Background: an optimization exercise with open tools, aiming at a short achievable clock period and few clock cycles. Do not read the settings as production practice.
The RTL was checked by simulation tests, not by an equivalence proof against the original design.
Power figures rest on the tool's default switching activity, not on a simulated workload.

## cpu_stream
module cpu_stream (
    input             clk,
    input             rst,
    output     [31:0] imem_addr,
    input      [31:0] imem_rdata,
    output     [31:0] dmem_addr,
    output     [31:0] dmem_wdata,
    output            dmem_we,
    input      [31:0] dmem_rdata,
    output reg        halted
);
clock: 7.0 ns
lec_check: 0
abc_area: 0
abc_clock_period_in_ps: 2500
cap_margin: 30
core_margin: 2
core_utilization: 40
setup_slack_margin: 4.2
slew_margin: 30
tns_end_percent: 100
run.sh (not shown) runs the stock make flow with config.mk's settings and CLKGATE_MAP_FILE= SYNTH_SCRIPT=/design/flow/synth_recipe.tcl, a recipe that flattens the netlist after the stock synthesis.
Testbench counts at the start, summed over its fixed seeds: cycles 19,213.
Change:
--- a/flow/design.v
+++ b/flow/design.v
@@ -316,26 +316,26 @@
             if (e_valid & e_stop) halted <= 1'b1;
         end
         if (!stall) begin
             d_instr <= ir;
             d_pc4 <= f_pc4;
             d_pred <= f_pred;
             d_target <= f_target;
         end
         e_rw <= c_rw; e_wa <= c_wa;
         e_load <= c_load; e_store <= c_store;
         e_br <= c_br; e_bne <= c_bne; e_jr <= c_jr; e_stop <= c_stop;
         e_pred <= d_pred;
-        e_mis_eq <= ~rst & d_go & c_br & (c_bne ^ ~d_pred);
-        e_mis_ne <= ~rst & d_go & ((c_br & (c_bne ^ d_pred)) | c_jr);
+        e_mis_eq <= d_go & c_br & (c_bne ^ ~d_pred);
+        e_mis_ne <= d_go & ((c_br & (c_bne ^ d_pred)) | c_jr);
         e_alt <= d_pred ? d_pc4 : d_target;
         e_a <= d_a; e_b <= d_b; e_s <= rf_rt;
         e_fa_m <= fa_m; e_fa_w <= fa_w & ~fa_m;
         e_fb_m <= fb_m; e_fb_w <= fb_w & ~fb_m;
         e_fs_m <= fs_m & ~e_load; e_fs_w <= fs_w & ~fs_m;
         e_fs_late <= fs_m & e_load;
         e_add <= c_add; e_sub <= c_sub; e_and <= c_and; e_or <= c_or;
         e_xor <= c_xor; e_nor <= c_nor; e_slt <= c_slt; e_sltu <= c_sltu;
         e_sll <= c_sll; e_srl <= c_srl; e_arith <= c_arith; e_lui <= c_lui;
         e_passb <= c_passb;
         m_load <= e_load; m_store <= e_store; m_wa <= e_wa;
         m_result <= alu_out;
=> Wire length rises by a few percent; cell count is about the same; global-route usage went up by 1.1 points; count of clock-buffer cells in the layout shrinks by 2; die area grows slightly; via count barely changes; setup slack improved by 0.42 ns; total power climbs slightly; maximum frequency is higher by roughly a tenth; clock skew is higher by 0.031 ns; cell area goes down slightly; core utilization goes down by 0.78 points.
Testbench counts after the change, summed over its fixed seeds: cycles 19,213.

--- another note on this design; it stands on its own ---

## sierra
## cpu_stream
module cpu_stream (
    input             clk,
    input             rst,
    output     [31:0] imem_addr,
    input      [31:0] imem_rdata,
    output     [31:0] dmem_addr,
    output     [31:0] dmem_wdata,
    output            dmem_we,
    input      [31:0] dmem_rdata,
    output reg        halted
);
    reg  [31:0] pc;                          
    reg         d_valid, d_pred, d_take;
    reg  [31:0] d_instr, d_pc4, d_target;
    reg  [31:1] d_rs_oh, d_rt_oh;            
    reg         e_mis_eq, e_mis_ne;
    reg         e_valid, e_rw, e_load, e_store, e_br, e_bne, e_jr, e_pred, e_stop;
    reg  [4:0]  e_wa;
    reg  [31:0] e_a, e_b, e_s, e_alt;
    reg         e_fs_late;
    reg         e_add, e_sub, e_and, e_or, e_xor, e_nor, e_slt, e_sltu;
    reg         e_sll, e_srl, e_arith, e_lui, e_passb, e_ones;
    reg         m_valid, m_rw, m_load, m_we;
    reg  [4:0]  m_wa;
    reg  [31:0] m_sum, m_oth, m_sdata;
  ...
Size: ~10,000 cells after synthesis, ~1,700 flip-flops, ~160 I/O pins, about 90,000 um2 of cells after synthesis.
Settings: LEC_CHECK=0, ABC_AREA=0, CAP_MARGIN=30, CORE_MARGIN=2, CORE_UTILIZATION=35, PLACE_DENSITY=0.5, SETUP_SLACK_MARGIN=4.0, SLEW_MARGIN=30, TNS_END_PERCENT=100; clock period 7.0 ns.
run.sh (not shown) runs the stock make flow with config.mk's settings and CLKGATE_MAP_FILE= SYNTH_SCRIPT=/design/flow/synth_recipe.tcl, a recipe that flattens the netlist after the stock synthesis.
Testbench counts of sierra, summed over its fixed seeds: cycles 19,214.
#### Input delta (garnet over sierra)
- setting CELL_PAD_IN_SITES_GLOBAL_PLACEMENT to 1 for the first time
- changing PLACE_DENSITY from 0.5 to 0.45
- setting CELL_PAD_IN_SITES_DETAIL_PLACEMENT to 1 for the first time
- changing SETUP_SLACK_MARGIN from 4.0 to 3.6
- changing CORE_UTILIZATION from 35 to 30
==> run summary <==
- Between garnet and sierra, it is garnet whose number of fill cells is higher, by 9,164.
- Est. power | garnet vs sierra | garnet higher
- Per the comparison of garnet with sierra, tapcell count rose by 573, power consumed by the clock network rose about 7%, total die area higher.
- garnet vs. sierra: wire length of the first global-routing pass went up by 11%.
- For the first-pass iteration count of the detailed router, garnet came in 8 lower than sierra did.
- Higher worst setup slack among garnet and sierra: sierra
- Capture point of the worst path: m_cmp$_DFF_P_ -> garnet, imem_addr[19] -> sierra
- [garnet vs sierra] routability congestion estimate: lower in garnet
- Across both runs, global-route usage was lower for garnet than for sierra.

========
cpu_stream again, from the RTL that the note above started with.
Settings: LEC_CHECK=0, ABC_AREA=0, CAP_MARGIN=30, CELL_PAD_IN_SITES_DETAIL_PLACEMENT=1, CELL_PAD_IN_SITES_GLOBAL_PLACEMENT=1, CORE_MARGIN=2, CORE_UTILIZATION=35, PLACE_DENSITY=0.5, SETUP_SLACK_MARGIN=3.8, SLEW_MARGIN=30, TNS_END_PERCENT=100; clock period 7.0 ns.
Testbench counts at the start, summed over its fixed seeds: cycles 19,214.
Change:
CELL_PAD_IN_SITES_DETAIL_PLACEMENT = not set   (was 1)
CELL_PAD_IN_SITES_GLOBAL_PLACEMENT = not set   (was 1)
SETUP_SLACK_MARGIN = 3.6   (was 3.8)
What happened:
- The new run ran to the end with no violations
- worst hold slack gains 0.0093 ns
- design area came out lower by a few percent
- sequential power hardly moves
- via count fell by a few percent

separate check: timing with driven ports:
The flow's constraints put no driver on any port. The routed layouts listed below were extracted and timed again, unchanged, in two steps. Step 1 (the two cells are an assumption about what drives the block):
set clk [get_ports {clk}]
set_driving_cell -lib_cell sky130_fd_sc_hd__clkbuf_16 $clk
set_driving_cell -lib_cell sky130_fd_sc_hd__buf_2 [delete_from_list [all_inputs] $clk]
Step 2 times the ports against the registers' clock, not the clock port: input delays grow and output delays shrink by t, the midpoint of the rising clock arrivals with the driver on. a / b / c = no drivers / after step 1 / after step 2; a / b = the first two.
run | t, ns | setup slack, ns | worst setup path after step 2 | worst register clock-pin slew, ns | pins driven straight from the clock port
the first run of note 1 | 0.920 | 2.621 / 2.621 / 1.941 | input to register | 0.07 / 0.07 | 1
the second run of note 1 | 0.934 | 3.043 / 3.036 / 2.441 | input to register | 0.07 / 0.07 | 1
sierra | 0.986 | 3.384 / 3.301 / 2.836 | input to register | 0.07 / 0.07 | 1
garnet | 0.989 | 3.126 / 3.126 / 2.668 | input to register | 0.07 / 0.07 | 1
the first run of note 3 | 0.954 | 3.409 / 3.315 / 2.812 | input to register | 0.07 / 0.07 | 1
the second run of note 3 | 0.990 | 3.421 / 3.316 / 2.699 | input to register | 0.07 / 0.07 | 1
After both steps setup and hold are still met in every run listed. The setup slack of the second run of note 3, which loses most, moves by -0.105 ns with the drivers and by -0.722 ns with both steps.
